Source: an optimization exercise on an open RTL-to-GDS flow (aim: small area). Production flows keep margins and buffers that such runs may drop. Function was checked by simulation only, so behaviour that the tests miss may differ from the original. The flow treats the clock pin as an ideal source, which a real chip does not have. No activity file was given, so power comes from the tool's default toggle rates.

run 1:
## ecc_hamming_secded_faulty_memory
module ecc_hamming_secded_faulty_memory(
    input clk,
    input rst,
    input [7:0] input_data,
    input [3:0] input_addr,
    input wr_en,
    input [3:0] fault_addr1,
    input [3:0] fault_addr2,
    input fault_enable,
    input two_bit_fault_enable,
    output [7:0] output_data,
    output single_bit_error_corrected,
    output double_bit_error_detected
);
Size in the first run: roughly 330 cells after synthesis, ~5500 sq um of cells after synthesis.
Settings: LEC_CHECK=0, CAP_MARGIN=0, CORE_MARGIN=2, CORE_UTILIZATION=40, SLEW_MARGIN=0; clock period 8.0 ns.
standard.sh (not shown) runs the stock make flow with config.mk's settings and CLKGATE_MAP_FILE= SYNTH_SCRIPT=/design/flow/synth_recipe.tcl, a recipe that flattens the netlist after the stock synthesis.
==> flow/flow/run.sh <==
#!/bin/bash
# Layout flow:
#  1. the standard synthesis (standard.sh synth);
#  2. the combinational cells of that netlist re-mapped for area by Yosys/ABC
#     (flow/remap.tcl); the flip-flops are left exactly as synthesis made them;
#  3. the standard ORFS steps from floorplan on (standard.sh finish), with
#     - every logic cell swapped for its smallest variant after floorplan
#       (timing repair upsizes again where needed),
#     - port buffers of the smallest buffer cell,
#     - a clock tree of small clock buffers and no dummy loads, its leaf
#       buffers then sized to the smallest that keeps clock-pin slew in limits.
# Each tool's output goes to a log file in this folder.
set -euo pipefail
W="$(cd "$(dirname "$0")/.." && pwd)"
cd "$W"
RES="$W/orfs/results/sky130hd/ecc_hamming_secded_faulty_memory/base"
PLAT="$FLOW_HOME/platforms/sky130hd"

bash standard.sh synth > make_synth.log 2>&1

cp "$RES/1_2_yosys.v" "$W/standard_synth.v"
YOSYS="$FLOW_HOME/../tools/install/yosys/bin/yosys"
[[ -x "$YOSYS" ]] || YOSYS=yosys
export REMAP_LIB="$PLAT/lib/sky130_fd_sc_hd__tt_025C_1v80.lib"
export REMAP_NETLIST="$RES/1_2_yosys.v"
export DESIGN_NAME="$FLOW_TOP"
export DONT_USE_CELLS="$(sed -n '/^export DONT_USE_CELLS += \\/,/[^\\]$/p' "$PLAT/config.mk" | sed 's/export DONT_USE_CELLS += //; s/\\//g' | tr -s ' \n' ' ')"
export REMAP_FLOPS="$(grep -oE '^\s*sky130_fd_sc_hd__(df|edf|sdf|dl)\w*' "$REMAP_NETLIST" | tr -d ' ' | sort -u | tr '\n' ' ')"
"$YOSYS" -c "$W/flow/remap.tcl" > remap.log 2>&1

bash standard.sh \
  "POST_FLOORPLAN_TCL=$W/flow/downsize.tcl" \
  "POST_CTS_TCL=$W/flow/cts_fix.tcl" \
  "BUFFER_PORTS_ARGS=-buffer_cell sky130_fd_sc_hd__buf_1" \
  "CTS_ARGS=-sink_clustering_enable -repair_clock_nets -dont_use_dummy_load -buf_list {sky130_fd_sc_hd__clkbuf_4}" \
  finish > make_finish.log 2>&1
==> flow/flow/cts_fix.tcl <==
# Resize the clock tree's leaf buffers: the smallest clock buffer whose
# flip-flop clock pins all see a slew below the target.
proc clk_leaf_slew { inst } {
  set on [[$inst findITerm X] getNet]
  set s 0
  foreach it [$on getITerms] {
    if {[$it getInst] eq $inst} { continue }
    set pn "[[$it getInst] getName]/[[$it getMTerm] getName]"
    set sl [get_property [get_pins $pn] slew_max]
    if {$sl > $s} { set s $sl }
  }
  return $s
}
set target 0.105
set sizes {sky130_fd_sc_hd__clkbuf_2 sky130_fd_sc_hd__clkbuf_4 sky130_fd_sc_hd__clkbuf_8 sky130_fd_sc_hd__clkbuf_16}
estimate_parasitics -placement
foreach inst [[ord::get_db_block] getInsts] {
  set m [[$inst getMaster] getName]
  if {![string match sky130_fd_sc_hd__clkbuf_* $m]} { continue }
  # leaf buffers only: those driving flip-flop clock pins
  set leaf 0
  foreach it [[[$inst findITerm X] getNet] getITerms] {
    if {[[$it getMTerm] getName] eq "CLK"} { set leaf 1 }
  }
  if {!$leaf} { continue }
  foreach c $sizes {
    replace_cell [$inst getName] $c
    estimate_parasitics -placement
    if {[clk_leaf_slew $inst] < $target} { break }
  }
  puts "cts_fix: [$inst getName] $m -> [[$inst getMaster] getName] slew [clk_leaf_slew $inst]"
}
detailed_placement
check_placement -verbose
estimate_parasitics -placement
Other scripts of this flow, unchanged in this note and not shown: flow/flow/downsize.tcl, flow/flow/remap.tcl
What run 2 does differently from run 1 at the input level:
--- a/flow/flow/cts_fix.tcl
+++ b/flow/flow/cts_fix.tcl
@@ -12,5 +12,5 @@
   return $s
 }
-set target 0.105
+set target 0.115
 set sizes {sky130_fd_sc_hd__clkbuf_2 sky130_fd_sc_hd__clkbuf_4 sky130_fd_sc_hd__clkbuf_8 sky130_fd_sc_hd__clkbuf_16}
 estimate_parasitics -placement
--- a/flow/config.mk
+++ b/flow/config.mk
@@ -8,4 +8,4 @@
 export CAP_MARGIN = 0
 export CORE_MARGIN = 2
-export CORE_UTILIZATION = 40
+export CORE_UTILIZATION = 60
 export SLEW_MARGIN = 0
Notes after the runs:
Going from run 1 to run 2, final cell count shrank by more than 10%. Run 2 vs. run 1: met1 track demand over resource in global routing increased 14 points, worst setup slack decreased 0.041 ns, area growth from synthesis to layout decreased 2.3 points, vias after detailed routing increased 21. Looking at initial standard-cell utilization of the core, run 2 sits 21 points above run 1.
diff inputs: run 2 => run 3
--- a/flow/flow/cts_fix.tcl
+++ b/flow/flow/cts_fix.tcl
@@ -12,5 +12,5 @@
   return $s
 }
-set target 0.115
+set target 0.105
 set sizes {sky130_fd_sc_hd__clkbuf_2 sky130_fd_sc_hd__clkbuf_4 sky130_fd_sc_hd__clkbuf_8 sky130_fd_sc_hd__clkbuf_16}
 estimate_parasitics -placement
--- a/flow/config.mk
+++ b/flow/config.mk
@@ -6,6 +6,6 @@
 export NUM_CORES = 4
 export LEC_CHECK = 0
-export CAP_MARGIN = 0
+export CAP_MARGIN = 20
 export CORE_MARGIN = 2
-export CORE_UTILIZATION = 60
-export SLEW_MARGIN = 0
+export CORE_UTILIZATION = 40
+export SLEW_MARGIN = 20
Findings:
Run 3 reached the final stage; the timing, DRC and antenna checks on its layout passed. Delta (run 3 minus run 2): sequential share of layout area saw a decrease, clock period minus worst slack saw a decrease, peak supply drop saw a decrease. Of run 3 and run 2, it is run 3 that has the lower logic depth of the worst path, buffers included. Run 3 falls short of run 2 in routed wire length. Routed metal-1 wirelength went up by a little under 10% going from run 2 to run 3.
> inputs changed (run 3 -> run 4)
--- a/flow/config.mk
+++ b/flow/config.mk
@@ -6,6 +6,6 @@
 export NUM_CORES = 4
 export LEC_CHECK = 0
-export CAP_MARGIN = 20
+export CAP_MARGIN = 0
 export CORE_MARGIN = 2
-export CORE_UTILIZATION = 40
-export SLEW_MARGIN = 20
+export CORE_UTILIZATION = 60
+export SLEW_MARGIN = 0
--- outcome ---
Worst slew margin relative to its limit in run 4 vs run 3: down 14 points
[run 4] combinational power fell about 4% relative to run 3
Diff run 3 -> run 4: total global-route track usage rose by 8.4 points; routed wire length saw a decrease; non-clock buffer count now smaller.
Diff run 3 -> run 4 | worst setup slack | decrease of 0.041 ns
Compared with run 3, number of filler cells placed in the layout in run 4 decreased by more than a quarter.
Final weighted congestion of routability-driven global placement, run 4 and run 3, lower one = run 4.
Sequential share of layout area: run 4 and run 3 compared, lower one is run 3
Diff run 3 -> run 4: overall power after layout decreased about 1%, final design instance area without fill went down.
Relative to run 4, the following input files were edited for run 5:
--- a/flow/flow/cts_fix.tcl
+++ b/flow/flow/cts_fix.tcl
@@ -12,5 +12,5 @@
   return $s
 }
-set target 0.105
+set target 0.115
 set sizes {sky130_fd_sc_hd__clkbuf_2 sky130_fd_sc_hd__clkbuf_4 sky130_fd_sc_hd__clkbuf_8 sky130_fd_sc_hd__clkbuf_16}
 estimate_parasitics -placement
--- a/flow/config.mk
+++ b/flow/config.mk
@@ -8,4 +8,5 @@
 export CAP_MARGIN = 0
 export CORE_MARGIN = 2
-export CORE_UTILIZATION = 60
+export CORE_UTILIZATION = 75
+export PLACE_DENSITY = 0.85
 export SLEW_MARGIN = 0
Notes after the runs:
The worst hold slack on run 4 is in line with that on run 5. Run 5 against run 4: sequential share of layout area rose 0.26 points, sum of routed wire segments on met1 fell about 13%, core utilization rose 15 points, wire length of the first global-routing pass fell 1500 microns, period utilization fell 1.1 points. Run 5 vs run 4: sum of routed wire length over all layers down in run 5. The share of final layout cell area taken by non-clock buffers of run 5 and that of run 4 are within noise of each other. Relative to run 4, width of the chip decreased by 10 microns in run 5. In run 5 the total track usage turned out 5.4 points higher than in run 4.

---

ecc_hamming_secded_faulty_memory, a different RTL version from the one above (not shown whole).
Size in the first run: about 330 cells after synthesis, roughly 5200 sq um of cells after synthesis.
==> flow/config.mk <==
export PLATFORM = sky130hd
export DESIGN_NAME = ecc_hamming_secded_faulty_memory
export DESIGN_NICKNAME = ecc_hamming_secded_faulty_memory
export VERILOG_FILES = /design/flow/design.v
export SDC_FILE = /design/flow/constraint.sdc
export NUM_CORES = 4
export LEC_CHECK = 0
export CAP_MARGIN = 10
export CORE_MARGIN = 2
export CORE_UTILIZATION = 70
export GPL_TIMING_DRIVEN = 0
export PLACE_DENSITY = 0.8
export SLEW_MARGIN = 10
==> flow/constraint.sdc <==
create_clock -name core_clock -period 8.0 [get_ports {clk}]
set_input_delay 1.6000 -clock core_clock [delete_from_list [all_inputs] [get_ports {clk}]]
set_output_delay 1.6000 -clock core_clock [all_outputs]
set_load 0.01 [all_outputs]
==> flow/flow/run.sh <==
#!/bin/bash
# Layout flow:
#  1. the standard synthesis (standard.sh synth);
#  2. the combinational cells of that netlist re-mapped for area by Yosys/ABC
#     (flow/remap.tcl) with a few ABC scripts, keeping the smallest result;
#     the flip-flops are left exactly as synthesis made them;
#  3. the standard ORFS steps from floorplan on (standard.sh finish), with
#     - every logic cell swapped for its smallest variant after floorplan
#       (timing repair upsizes again where needed),
#     - port buffers of the smallest buffer cell,
#     - a clock tree of small clock buffers and no dummy loads, its leaf
#       buffers then sized to the smallest that keeps clock-pin slew in limits.
# Each tool's output goes to a log file in this folder.
set -euo pipefail
W="$(cd "$(dirname "$0")/.." && pwd)"
cd "$W"
RES="$W/orfs/results/sky130hd/ecc_hamming_secded_faulty_memory/base"
PLAT="$FLOW_HOME/platforms/sky130hd"

bash standard.sh synth > make_synth.log 2>&1

cp "$RES/1_2_yosys.v" "$W/standard_synth.v"
YOSYS="$FLOW_HOME/../tools/install/yosys/bin/yosys"
[[ -x "$YOSYS" ]] || YOSYS=yosys
export REMAP_LIB="$PLAT/lib/sky130_fd_sc_hd__tt_025C_1v80.lib"
export DESIGN_NAME="$FLOW_TOP"
export DONT_USE_CELLS="$(sed -n '/^export DONT_USE_CELLS += \\/,/[^\\]$/p' "$PLAT/config.mk" | sed 's/export DONT_USE_CELLS += //; s/\\//g' | tr -s ' \n' ' ')"
export REMAP_FLOPS="$(grep -oE '^\s*sky130_fd_sc_hd__(df|edf|sdf|dl)\w*' "$W/standard_synth.v" | tr -d ' ' | sort -u | tr '\n' ' ')"
# ABC scripts tried; the netlist with the smallest cell area is kept.
SCRIPTS=(
  '+&get,-n;&st;&dch,-f;&nf,-R,1000;&put;topo'
  '+strash;dch,-f;amap;topo'
  '+strash;&get,-n;&deepsyn,-J,20,-T,100;&put;dch,-f;&get,-n;&nf,-R,1000;&put;topo'
  '+strash;&get,-n;&deepsyn,-J,50,-T,100,-S,3;&put;&get,-n;&dch,-f;&nf,-R,1000;&put;topo'
)
best=""
best_area=""
for i in "${!SCRIPTS[@]}"; do
  cp "$W/standard_synth.v" "$W/remap_$i.v"
  if REMAP_NETLIST="$W/remap_$i.v" REMAP_SCRIPT="${SCRIPTS[$i]}" \
       "$YOSYS" -c "$W/flow/remap.tcl" > "remap_$i.log" 2>&1; then
    a="$(grep 'Chip area' "remap_$i.log" | tail -1 | awk '{print $NF}')"
    echo "remap $i: area $a script ${SCRIPTS[$i]}" >> remap_choice.log
    if [[ -n "$a" ]] && { [[ -z "$best_area" ]] || awk -v a="$a" -v b="$best_area" 'BEGIN{exit !(a < b)}'; }; then
      best=$i
      best_area=$a
    fi
  else
    echo "remap $i: failed" >> remap_choice.log
  fi
done
if [[ -n "$best" ]]; then
  echo "chosen: $best ($best_area)" >> remap_choice.log
  cp "$W/remap_$best.v" "$RES/1_2_yosys.v"
fi

bash standard.sh \
  "POST_FLOORPLAN_TCL=$W/flow/downsize.tcl" \
  "POST_CTS_TCL=$W/flow/cts_fix.tcl" \
  "BUFFER_PORTS_ARGS=-buffer_cell sky130_fd_sc_hd__buf_1" \
  "CTS_ARGS=-sink_clustering_enable -repair_clock_nets -dont_use_dummy_load -buf_list {sky130_fd_sc_hd__clkbuf_4}" \
  finish > make_finish.log 2>&1
==> flow/flow/cts_fix.tcl <==
# Resize the clock tree's leaf buffers: the smallest clock buffer whose
# flip-flop clock pins all see a slew below the target.
proc clk_leaf_slew { inst } {
  set on [[$inst findITerm X] getNet]
  set s 0
  foreach it [$on getITerms] {
    if {[$it getInst] eq $inst} { continue }
    set pn "[[$it getInst] getName]/[[$it getMTerm] getName]"
    set sl [get_property [get_pins $pn] slew_max]
    if {$sl > $s} { set s $sl }
  }
  return $s
}
set target 0.105
set sizes {sky130_fd_sc_hd__clkbuf_2 sky130_fd_sc_hd__clkbuf_4 sky130_fd_sc_hd__clkbuf_8 sky130_fd_sc_hd__clkbuf_16}
estimate_parasitics -placement
foreach inst [[ord::get_db_block] getInsts] {
  set m [[$inst getMaster] getName]
  if {![string match sky130_fd_sc_hd__clkbuf_* $m]} { continue }
  # leaf buffers only: those driving flip-flop clock pins
  set leaf 0
  foreach it [[[$inst findITerm X] getNet] getITerms] {
    if {[[$it getMTerm] getName] eq "CLK"} { set leaf 1 }
  }
  if {!$leaf} { continue }
  foreach c $sizes {
    replace_cell [$inst getName] $c
    estimate_parasitics -placement
    if {[clk_leaf_slew $inst] < $target} { break }
  }
  puts "cts_fix: [$inst getName] $m -> [[$inst getMaster] getName] slew [clk_leaf_slew $inst]"
}
detailed_placement
check_placement -verbose
estimate_parasitics -placement
Other scripts of this flow, unchanged in this note and not shown: flow/flow/downsize.tcl, flow/flow/remap.tcl
Rerun with:
Settings changed: CORE_UTILIZATION 70 to 60, PLACE_DENSITY 0.8 to unset.
Result: The new run finished with timing, DRC and antenna clean. Clock-buffer cell count does not change. Clock power stays flat. Combinational power falls by about 0.8%. Cell area barely changes. Flip-flop and latch count does not change. Synthesized area is unchanged. Non-clock buffer count stays the same. Die area rises by 16%. Register-to-register slack got worse by 0.02 ns. Worst hold slack improved by 0.011 ns. Synthesized cell count stays the same.
Rerun with:
--- a/flow/flow/cts_fix.tcl
+++ b/flow/flow/cts_fix.tcl
@@ -14 +14 @@
-set target 0.105
+set target 0.110
=> Hold slack stays the same. Global-route usage does not change. Non-clock buffer count does not change. Flip-flop and latch count is unchanged. Synthesized area is unchanged. Setup slack is unchanged. Cell area is unchanged. Wire length does not change. First-iteration DRC count is unchanged. Sequential share of layout area does not change. Via count stays the same.

-- static timing again, ports no longer ideal --
The results above use ideal ports. As a check the final layouts listed here were re-extracted and re-timed, cells and wires unchanged.
Step 1: set_driving_cell puts a clkbuf_16 on clk and a buf_2 on each other input, an assumption about the parent block.
Step 2, shift: input delay + t, output delay - t, t = (earliest + latest rising clock arrival at the registers) / 2. This alone moves slack from input paths to output paths.
Slacks: ideal ports / drivers / drivers and shift; pairs: ideal ports / drivers.
run | shift t [ns] | setup WS [ns] | latest minus earliest clock arrival (ns) | worst register clock-pin slew, ns | worst data-port slew with drivers (ns)
run 1 | 0.548 | 2.693 / 2.667 / 2.667 | 0.034 / 0.034 | 0.10 / 0.10 | 0.03
run 2 | 0.530 | 2.652 / 2.631 / 2.631 | 0.041 / 0.042 | 0.11 / 0.11 | 0.03
run 3 | 0.534 | 2.686 / 2.664 / 2.664 | 0.041 / 0.041 | 0.11 / 0.11 | 0.03
run 4 | 0.524 | 2.645 / 2.624 / 2.624 | 0.028 / 0.028 | 0.10 / 0.10 | 0.03
run 5 | 0.528 | 2.734 / 2.711 / 2.711 | 0.059 / 0.059 | 0.12 / 0.12 | 0.03
the first run of note 2 | 0.557 | 1.994 / 1.970 / 1.970 | 0.045 / 0.046 | 0.11 / 0.11 | 0.03
the second run of note 2 | 0.534 | 1.958 / 1.929 / 1.929 | 0.050 / 0.051 | 0.11 / 0.11 | 0.03
the third run of note 2 | 0.534 | 1.958 / 1.929 / 1.929 | 0.050 / 0.051 | 0.11 / 0.11 | 0.03
After both steps every run listed still meets setup and hold.
